This design comes from an exercise in tuning for small area on the open sky130 flow, not from production work. Function was checked by simulation only, so behaviour that the tests miss may differ from the original.

== run a ==
==> flow/design.v (excerpt) <==
module Main(
	output CAN_TX,
	output txing,
	input CAN_RX,
	input RESET,
	input CLOCK_SIGNAL_IN,
	input send_data,
	input [10:0] address,
	input [63:0] transmit_data
	);
export LEC_CHECK = 0
export CAP_MARGIN = 20
export CORE_MARGIN = 2
export CORE_UTILIZATION = 40
export CTS_BUF_LIST = sky130_fd_sc_hd__clkbuf_8
export SLEW_MARGIN = 20
export SYNTH_HIERARCHICAL = 1
export SYNTH_MINIMUM_KEEP_SIZE = 0
create_clock -name core_clock -period 10.0 [get_ports {CLOCK_SIGNAL_IN}]
run.sh (not shown) runs the stock make flow with config.mk's settings and CLKGATE_MAP_FILE= SYNTH_SCRIPT=/design/flow/synth_recipe.tcl, a recipe that flattens the netlist after the stock synthesis.
Per the final summary, run a finished and its layout is clean on timing, DRC and antenna.
The inputs of run b differ from those of run a as listed below.
==> flow/flow/run.sh (new file) <==
#!/bin/bash
# Layout: the standard flow (standard.sh, standard synthesis unchanged) with
#  - buf_1 as the cell that buffers each input and output port,
#  - power recovery (downsizing of cells with slack) after global routing,
#  - CTS without dummy loads.
# make's full output goes to flow_make.log in the work folder; ORFS's per-step
# logs are under orfs/logs/.
set -euo pipefail
bash standard.sh \
  BUFFER_PORTS_ARGS="-buffer_cell sky130_fd_sc_hd__buf_1" \
  RECOVER_POWER=100 \
  CTS_ARGS="-sink_clustering_enable -repair_clock_nets -buf_list sky130_fd_sc_hd__clkbuf_8 -dont_use_dummy_load" \
  finish > flow_make.log 2>&1
==> flow/standard.sh (new file) <==
#!/bin/bash
# synth_recipe.tcl (not shown) runs the flow's synth.tcl, then flattens the netlist and writes it again
# the make line also repeats each setting of config.mk as NAME=value (left out here)
make -C /OpenROAD-flow-scripts/flow DESIGN_CONFIG=/design/flow/config.mk WORK_HOME=/design/flow/orfs CLKGATE_MAP_FILE= SYNTH_SCRIPT=/design/flow/synth_recipe.tcl "${@:-finish}"
removed: flow/run.sh
Results
- Run b has completed all stages; timing, DRC and antenna checks passed.
- For the global-route wire length before repair, run b came in 1.3% lower than run a did.
- [compare] base=run a new=run b: worst slew margin relative to its limit decreased 3.8 points.
- Looking at fraction of area in multi-input gates, run b sits above run a.
- Run b vs. run a: ratio of final minimum period to clock period fell 3.8 points; final routed wirelength across all metal layers fell about 5%; minimum period implied by the final worst setup slack fell 0.38 ns; finished layout cell area fell 9.8%.

========
== run 1 ==
Main, a different RTL version from the one above (not shown whole).
Size in the first run: about 510 cells after synthesis, roughly 51 flip-flops, roughly 81 I/O pins, about 4600 sq um of cells after synthesis.
Settings: LEC_CHECK=0, CAP_MARGIN=20, CORE_MARGIN=2, CORE_UTILIZATION=60, CTS_BUF_LIST=sky130_fd_sc_hd__clkbuf_8, SLEW_MARGIN=20, SYNTH_HIERARCHICAL=1, SYNTH_MINIMUM_KEEP_SIZE=0; clock period 10.0 ns.
standard.sh (not shown) runs the stock make flow with config.mk's settings and CLKGATE_MAP_FILE= SYNTH_SCRIPT=/design/flow/synth_recipe.tcl, a recipe that flattens the netlist after the stock synthesis.
==> flow/flow/run.sh <==
#!/bin/bash
# Layout: the standard flow (standard.sh, standard synthesis unchanged) with
#  - each combinational gate downsized to its smallest-area variant after floorplan
#    (flow/downsize.tcl; later repair steps still fix slew, capacitance and timing),
#  - buf_1 as the cell that buffers each input and output port,
#  - power recovery (downsizing of cells with slack) after global routing,
#  - CTS with clkbuf_8 and without dummy loads.
# make's full output goes to flow_make.log in the work folder; ORFS's per-step
# logs are under orfs/logs/.
set -euo pipefail
bash standard.sh \
  POST_FLOORPLAN_TCL="$PWD/flow/downsize.tcl" \
  BUFFER_PORTS_ARGS="-buffer_cell sky130_fd_sc_hd__buf_1" \
  RECOVER_POWER=100 \
  CTS_ARGS="-sink_clustering_enable -repair_clock_nets -buf_list sky130_fd_sc_hd__clkbuf_8 -sink_clustering_size 20 -sink_clustering_max_diameter 200 -dont_use_dummy_load" \
  finish > flow_make.log 2>&1
==> flow/flow/downsize.tcl <==
set n 0
set saved 0.0
foreach inst [get_cells *] {
  set master [get_property $inst ref_name]
  if {![regexp {^(sky130_fd_sc_hd__)([a-z0-9]+)_([0-9]+)$} $master -> pfx base drive]} { continue }
  if {[regexp {^(df|edf|sdf|sedf|dl|buf|clk|conb|tap|fill|decap|diode|ebuf|einv|lpflow|probe|dlygate|dlymetal)} $base]} { continue }
  # leave gates that drive many pins at their size
  set fo 0
  foreach opin [get_pins -of_objects $inst -filter "direction==output"] {
    set net [get_nets -of_objects $opin]
    if {$net ne ""} { set fo [expr {$fo + [llength [get_pins -of_objects $net -filter "direction==input"]]}] }
  }
  if {$fo > 6} { continue }
  set best ""
  set best_area 1e9
  foreach lc [get_lib_cells "*/${pfx}${base}_*"] {
    set lname [get_property $lc name]
    if {![regexp "^${pfx}${base}_\[0-9\]+\$" $lname]} { continue }
    if {[get_property $lc dont_use]} { continue }
    set a [get_property $lc area]
    if {$a < $best_area} { set best_area $a; set best $lname }
  }
  set cur_area [get_property [get_lib_cells "*/$master"] area]
  if {$best ne "" && $best ne $master && $best_area < $cur_area} {
    replace_cell $inst [get_lib_cells "*/$best"]
    incr n
    set saved [expr {$saved + $cur_area - $best_area}]
  }
}
puts "downsize.tcl: resized $n instances, saved [format %.1f $saved] um^2"
### run 1 -> run 2
# run 1
export LEC_CHECK = 0
export CAP_MARGIN = 20
export CORE_MARGIN = 2
export CORE_UTILIZATION = 60
export CTS_BUF_LIST = sky130_fd_sc_hd__clkbuf_8
export SLEW_MARGIN = 20
export SYNTH_HIERARCHICAL = 1
export SYNTH_MINIMUM_KEEP_SIZE = 0
create_clock -name core_clock -period 10.0 [get_ports {CLOCK_SIGNAL_IN}]
# run 2
export LEC_CHECK = 0
export CAP_MARGIN = 20
export CORE_MARGIN = 2
export CORE_UTILIZATION = 70
export CTS_BUF_LIST = sky130_fd_sc_hd__clkbuf_8
export SLEW_MARGIN = 20
export SYNTH_HIERARCHICAL = 1
export SYNTH_MINIMUM_KEEP_SIZE = 0
create_clock -name core_clock -period 10.0 [get_ports {CLOCK_SIGNAL_IN}]
diff --git a/flow/flow/run.sh b/flow/flow/run.sh
--- a/flow/flow/run.sh
+++ b/flow/flow/run.sh
@@ -15 +15 @@
-  CTS_ARGS="-sink_clustering_enable -repair_clock_nets -buf_list sky130_fd_sc_hd__clkbuf_8 -sink_clustering_size 20 -sink_clustering_max_diameter 200 -dont_use_dummy_load" \
+  CTS_ARGS="-sink_clustering_enable -repair_clock_nets -buf_list sky130_fd_sc_hd__clkbuf_8 -dont_use_dummy_load" \
Findings:
- Post-detailed-placement half-perimeter wirelength (lower): run 1
- NOTE: sequential share of layout area in run 2 exceeds that of run 1
- Critical path depth of run 2 is on par with run 1.
- A highest routed metal layer of met5 is what run 1 shows, while met4 belongs to run 2.
- The sole clean run among run 1 and run 2 is run 1.
- Every stage of run 2 finished as expected; the final checks, on the other hand, flagged max-capacitance violations, max-slew violations, which means the layout fails.
- Vias: run 2 more than run 1
- met2 track demand over resource for run 2 is higher than for run 1.
For run 3, these inputs were changed with respect to run 2:
# run 2
export LEC_CHECK = 0
export CAP_MARGIN = 20
export CORE_MARGIN = 2
export CORE_UTILIZATION = 70
export CTS_BUF_LIST = sky130_fd_sc_hd__clkbuf_8
export SLEW_MARGIN = 20
export SYNTH_HIERARCHICAL = 1
export SYNTH_MINIMUM_KEEP_SIZE = 0
create_clock -name core_clock -period 10.0 [get_ports {CLOCK_SIGNAL_IN}]
# run 3
export LEC_CHECK = 0
export CAP_MARGIN = 20
export CORE_MARGIN = 2
export CORE_UTILIZATION = 60
export CTS_BUF_LIST = sky130_fd_sc_hd__clkbuf_8
export SLEW_MARGIN = 20
export SYNTH_HIERARCHICAL = 1
export SYNTH_MINIMUM_KEEP_SIZE = 0
create_clock -name core_clock -period 10.0 [get_ports {CLOCK_SIGNAL_IN}]
--- outcome ---
Looking at the reports, run 3 completed the entire flow and the layout it produced met the timing, design-rule and antenna checks.
Diff run 2 and run 3: final critical path time including I/O delays and setup higher in run 2
Sort run 2 and run 3 by non-clock buffer count asc -> top: run 2

========
Main, a different RTL version from the one above (not shown whole).
For scale: about 520 cells after synthesis.
==> flow/config.mk <==
export PLATFORM = sky130hd
export DESIGN_NAME = Main
export DESIGN_NICKNAME = Main
export VERILOG_FILES = /design/flow/design.v
export SDC_FILE = /design/flow/constraint.sdc
export NUM_CORES = 4
export LEC_CHECK = 0
export CAP_MARGIN = 20
export CORE_MARGIN = 2
export CORE_UTILIZATION = 60
export CTS_BUF_LIST = sky130_fd_sc_hd__clkbuf_8
export SLEW_MARGIN = 20
export SYNTH_HIERARCHICAL = 1
export SYNTH_MINIMUM_KEEP_SIZE = 0
==> flow/constraint.sdc <==
create_clock -name core_clock -period 10.0 [get_ports {CLOCK_SIGNAL_IN}]
set_input_delay 2.0000 -clock core_clock [delete_from_list [all_inputs] [get_ports {CLOCK_SIGNAL_IN}]]
set_output_delay 2.0000 -clock core_clock [all_outputs]
set_load 0.01 [all_outputs]
==> flow/flow/run.sh <==
#!/bin/bash
# Layout: the standard flow (standard.sh, standard synthesis unchanged) with
#  - each combinational gate downsized to its smallest-area variant after floorplan
#    (flow/downsize.tcl; later repair steps still fix slew, capacitance and timing),
#  - buf_1 as the cell that buffers each input and output port,
#  - power recovery (downsizing of cells with slack) after global routing,
#  - CTS with clkbuf_8 and without dummy loads.
# make's full output goes to flow_make.log in the work folder; ORFS's per-step
# logs are under orfs/logs/.
set -euo pipefail
bash standard.sh \
  POST_FLOORPLAN_TCL="$PWD/flow/downsize.tcl" \
  BUFFER_PORTS_ARGS="-buffer_cell sky130_fd_sc_hd__buf_1" \
  RECOVER_POWER=100 \
  CTS_ARGS="-sink_clustering_enable -repair_clock_nets -buf_list sky130_fd_sc_hd__clkbuf_8 -dont_use_dummy_load" \
  finish > flow_make.log 2>&1
Scripts as last shown in full above: flow/flow/downsize.tcl
Edit:
CORE_UTILIZATION = 40   (was 60)
The changed run finished with timing, DRC and antenna clean.
Design area climbs by 1.2%.
Setup slack is worse by 0.032 ns.
Routed wire length went up by 5.3%.
Die area is higher by 48%.
Register-to-register slack barely changes.
Clock skew decreases by 0.0041 ns.
Maximum frequency goes down by 0.49%.
Non-clock buffer count climbs by 1.
Final cell count went up by 6.1%.

[static timing again, ports no longer ideal]
How much do the figures lean on ideal ports? The routed layouts below were timed once more, with nothing changed but the port constraints. Step 1: set_driving_cell puts a clkbuf_16 on CLOCK_SIGNAL_IN and a buf_2 on each other input, an assumption about the parent block. Step 2, shift: input delay + t, output delay - t, t = (earliest + latest rising clock arrival at the registers) / 2. This alone moves slack from input paths to output paths. a / b / c = ideal / step 1 / step 2; a / b = the first two.
| run | shift t [ns] | setup slack, ns | worst hold slack (ns) | worst setup path after step 2 | cell pins on the clock port's net |
|---|---|---|---|---|---|
| run a | 0.325 | 2.565 / 2.556 / 2.231 | 0.436 / 0.436 / 0.436 | input to register | 1 |
| run b | 0.319 | 2.948 / 2.951 / 2.632 | 0.408 / 0.408 / 0.408 | input to register | 1 |
| run 1 | 0.319 | 2.425 / 2.423 / 2.104 | 0.355 / 0.355 / 0.355 | input to register | 1 |
| run 2 | 0.325 | 2.287 / 2.285 / 1.960 | 0.386 / 0.386 / 0.386 | input to register | 1 |
| run 3 | 0.319 | 2.425 / 2.423 / 2.104 | 0.355 / 0.355 / 0.355 | input to register | 1 |
| the first run of note 3 | 0.323 | 3.395 / 3.404 / 3.081 | 0.366 / 0.366 / 0.366 | input to register | 1 |
| the second run of note 3 | 0.314 | 3.362 / 3.358 / 3.044 | 0.361 / 0.361 / 0.361 | input to register | 1 |
For run a, which loses most, drivers alone change the setup slack by -0.009 ns; drivers and shift together by -0.334 ns.
